This design comes from an exercise in tuning for small area on the open sky130 flow, not from production work.
Function was checked by simulation only, so behaviour that the tests miss may differ from the original.
No activity file was given, so power comes from the tool's default toggle rates.

== rev 12 ==
==> flow/design.v (excerpt) <==
module URATE (
    input clk,
    input rst,
    input signed [15:0] in,
    output signed [15:0] out
);
Size: roughly 880 cells after synthesis, roughly 200 flip-flops, about 34 I/O pins, roughly 0.013 mm2 of cells after synthesis.
clock: 14.0 ns
lec_check: 0
cap_margin: 20
core_margin: 2
core_utilization: 40
cts_buf_list: sky130_fd_sc_hd__clkbuf_4 sky130_fd_sc_hd__clkbuf_8
cts_cluster_size: 30
slew_margin: 20
synth_hierarchical: 1
synth_minimum_keep_size: 0
standard.sh (not shown) runs the stock make flow with config.mk's settings and CLKGATE_MAP_FILE= SYNTH_SCRIPT=/design/flow/synth_recipe.tcl, a recipe that flattens the netlist after the stock synthesis.
==> flow/flow/run.sh <==
#!/bin/bash
# Own flow: the standard layout (standard.sh) with three changes:
#  - synthesis is the standard synthesis script with one difference: the ABC
#    technology-mapping step uses an area-oriented script (flow/abc_area.script)
#    instead of ORFS's speed script; registers, flattening and renaming are unchanged;
#  - port buffers use the smallest buffer cell;
#  - clock tree synthesis inserts no dummy loads.
set -euo pipefail
here=$PWD
# ORFS's synth.tcl with only the ABC script replaced
sed 's|^\(\s*\)log_cmd abc {\*}\$abc_args$|\1set abc_args [lreplace $abc_args 1 1 '"$here"'/flow/abc_area.script]\n\1log_cmd abc {*}$abc_args|' \
  "$FLOW_HOME/scripts/synth.tcl" > "$here/synth_area.tcl"
grep -q 'flow/abc_area.script' "$here/synth_area.tcl"
# The standard flow's synthesis wrapper, sourcing that copy
sed 's|source \$::env(SCRIPTS_DIR)/synth.tcl|source '"$here"'/synth_area.tcl|' synth_recipe.tcl > "$here/synth_own.tcl"
grep -q 'synth_area.tcl' "$here/synth_own.tcl"
bash standard.sh \
  "SYNTH_SCRIPT=$here/synth_own.tcl" \
  'BUFFER_PORTS_ARGS=-buffer_cell sky130_fd_sc_hd__buf_1' \
  'CTS_ARGS=-sink_clustering_enable -repair_clock_nets -dont_use_dummy_load -buf_list {sky130_fd_sc_hd__clkbuf_4 sky130_fd_sc_hd__clkbuf_8}' \
  finish > standard_flow.log 2>&1
==> flow/flow/abc_area.script <==
&get -n
&st
&dch -f
&nf -a -R 1000
&put
Setup changes, rev 12 to rev 13
==> flow/flow/run.sh <==
#!/bin/bash
# Own flow: the standard layout (standard.sh, unchanged synthesis), with two changes:
# port buffers use the smallest buffer cell, and clock tree synthesis inserts no dummy loads.
set -euo pipefail
bash standard.sh \
  'BUFFER_PORTS_ARGS=-buffer_cell sky130_fd_sc_hd__buf_1' \
  'CTS_ARGS=-sink_clustering_enable -repair_clock_nets -dont_use_dummy_load -buf_list {sky130_fd_sc_hd__clkbuf_4 sky130_fd_sc_hd__clkbuf_8}' \
  finish > standard_flow.log 2>&1
removed: flow/flow/abc_area.script
### Flow results
- Lower net switching power among rev 13 and rev 12: rev 12
- Summary of rev 13 over rev 12: wire length of the first global-routing pass increased 3500 um; time the final worst path needs with I/O delays and setup went down by 0.062 ns; routed length per instance has increased; count of placed standard cells in the final layout, fillers left out has decreased.
- Final standard cell area without fillers on rev 13 is behind rev 12.

========
Another version of the RTL of URATE (not shown whole).
Size: ~940 cells after synthesis, about 200 flip-flops.
// URATE
module URATE (
    input clk,
    input rst,
    input signed [15:0] in,
    output signed [15:0] out
);
Settings: LEC_CHECK=0, CAP_MARGIN=20, CORE_MARGIN=2, CORE_UTILIZATION=40, CTS_BUF_LIST=sky130_fd_sc_hd__clkbuf_4 sky130_fd_sc_hd__clkbuf_8, CTS_CLUSTER_SIZE=30, SLEW_MARGIN=20, SYNTH_HIERARCHICAL=1, SYNTH_MINIMUM_KEEP_SIZE=0; clock period 14.0 ns.
==> flow/flow/run.sh <==
#!/bin/bash
# Own flow: the standard layout (standard.sh, unchanged synthesis), with two changes:
# port buffers use the smallest buffer cell, and clock tree synthesis inserts no dummy loads.
set -euo pipefail
bash standard.sh \
  'BUFFER_PORTS_ARGS=-buffer_cell sky130_fd_sc_hd__buf_1' \
  'CTS_ARGS=-sink_clustering_enable -repair_clock_nets -dont_use_dummy_load -buf_list {sky130_fd_sc_hd__clkbuf_4 sky130_fd_sc_hd__clkbuf_8}' \
  finish > standard_flow.log 2>&1
Edit:
==> flow/flow/run.sh (replaced) <==
#!/bin/bash
# Own flow: the standard layout (standard.sh) with three changes:
#  - synthesis is the standard synthesis script with one difference: the ABC
#    technology-mapping step uses an area-oriented script (flow/abc_area.script)
#    instead of ORFS's speed script; registers, flattening and renaming are unchanged;
#  - port buffers use the smallest buffer cell;
#  - clock tree synthesis inserts no dummy loads.
set -euo pipefail
here=$PWD
# ORFS's synth.tcl with only the ABC script replaced
sed 's|^\(\s*\)log_cmd abc {\*}\$abc_args$|\1set abc_args [lreplace $abc_args 1 1 '"$here"'/flow/abc_area.script]\n\1log_cmd abc {*}$abc_args|' \
  "$FLOW_HOME/scripts/synth.tcl" > "$here/synth_area.tcl"
grep -q 'flow/abc_area.script' "$here/synth_area.tcl"
# The standard flow's synthesis wrapper, sourcing that copy
sed 's|source \$::env(SCRIPTS_DIR)/synth.tcl|source '"$here"'/synth_area.tcl|' synth_recipe.tcl > "$here/synth_own.tcl"
grep -q 'synth_area.tcl' "$here/synth_own.tcl"
bash standard.sh \
  "SYNTH_SCRIPT=$here/synth_own.tcl" \
  'BUFFER_PORTS_ARGS=-buffer_cell sky130_fd_sc_hd__buf_1' \
  'CTS_ARGS=-sink_clustering_enable -repair_clock_nets -dont_use_dummy_load -buf_list {sky130_fd_sc_hd__clkbuf_4 sky130_fd_sc_hd__clkbuf_8}' \
  finish > standard_flow.log 2>&1
==> flow/flow/abc_area.script (new file) <==
&get -n
&st
&dch -f
&nf -a -R 1000
&put
- CAP_MARGIN: 20 -> 0
- SLEW_MARGIN: 20 -> 0
=> Final cell count went down by about 1.4%. Flip-flop and latch count is unchanged. Wire length went up by about 6%. Sequential power barely changes. Cell area went down by 1.5%.
Edit:
==> flow/flow/run.sh (replaced) <==
#!/bin/bash
# Own flow: the standard layout (standard.sh, unchanged synthesis), with two changes:
# port buffers use the smallest buffer cell, and clock tree synthesis inserts no dummy loads.
set -euo pipefail
bash standard.sh \
  'BUFFER_PORTS_ARGS=-buffer_cell sky130_fd_sc_hd__buf_1' \
  'CTS_ARGS=-sink_clustering_enable -repair_clock_nets -dont_use_dummy_load -buf_list {sky130_fd_sc_hd__clkbuf_4 sky130_fd_sc_hd__clkbuf_8}' \
  finish > standard_flow.log 2>&1
- CAP_MARGIN: 0 -> 20
- CORE_UTILIZATION: 40 -> 70
- SLEW_MARGIN: 0 -> 20
removed: flow/flow/abc_area.script
Effect: Synthesized area grows by about 4.6%. Core utilization is higher by 30 points. Routed wire length rose by 2.4%. Non-clock buffer count falls by 5. First-iteration DRC count climbs by about 30%. Die area goes down by about 40%. Worst setup slack got worse by 0.12 ns.

## separate check: timing with driven ports
No port has a modelled driver above. Below, the same layouts with a new extraction and two added sets of constraints. Step 1: set_driving_cell puts a clkbuf_16 on clk and a buf_2 on each other input, an assumption about the parent block. Step 2 adds t to the input delays and takes it off the output delays; t is the mean of the earliest and latest rising clock arrival at the registers after step 1. Input paths then give back, and output paths get back, about the clock's delay inside the block. Slacks: no drivers / after step 1 / after step 2; pairs: no drivers / after step 1.
run	t (ns)	setup WS [ns]	worst slew at a driven data input, ns	cell pins on the clock port's net
rev 12	0.526	1.704 / 1.704 / 1.704	0.06	1
rev 13	0.508	1.766 / 1.766 / 1.766	0.05	1
the first run of note 2	0.496	1.706 / 1.706 / 1.706	0.05	1
the second run of note 2	0.532	1.714 / 1.714 / 1.714	0.06	1
the third run of note 2	0.500	1.590 / 1.590 / 1.590	0.06	1
After both steps setup and hold are still met in every run listed.
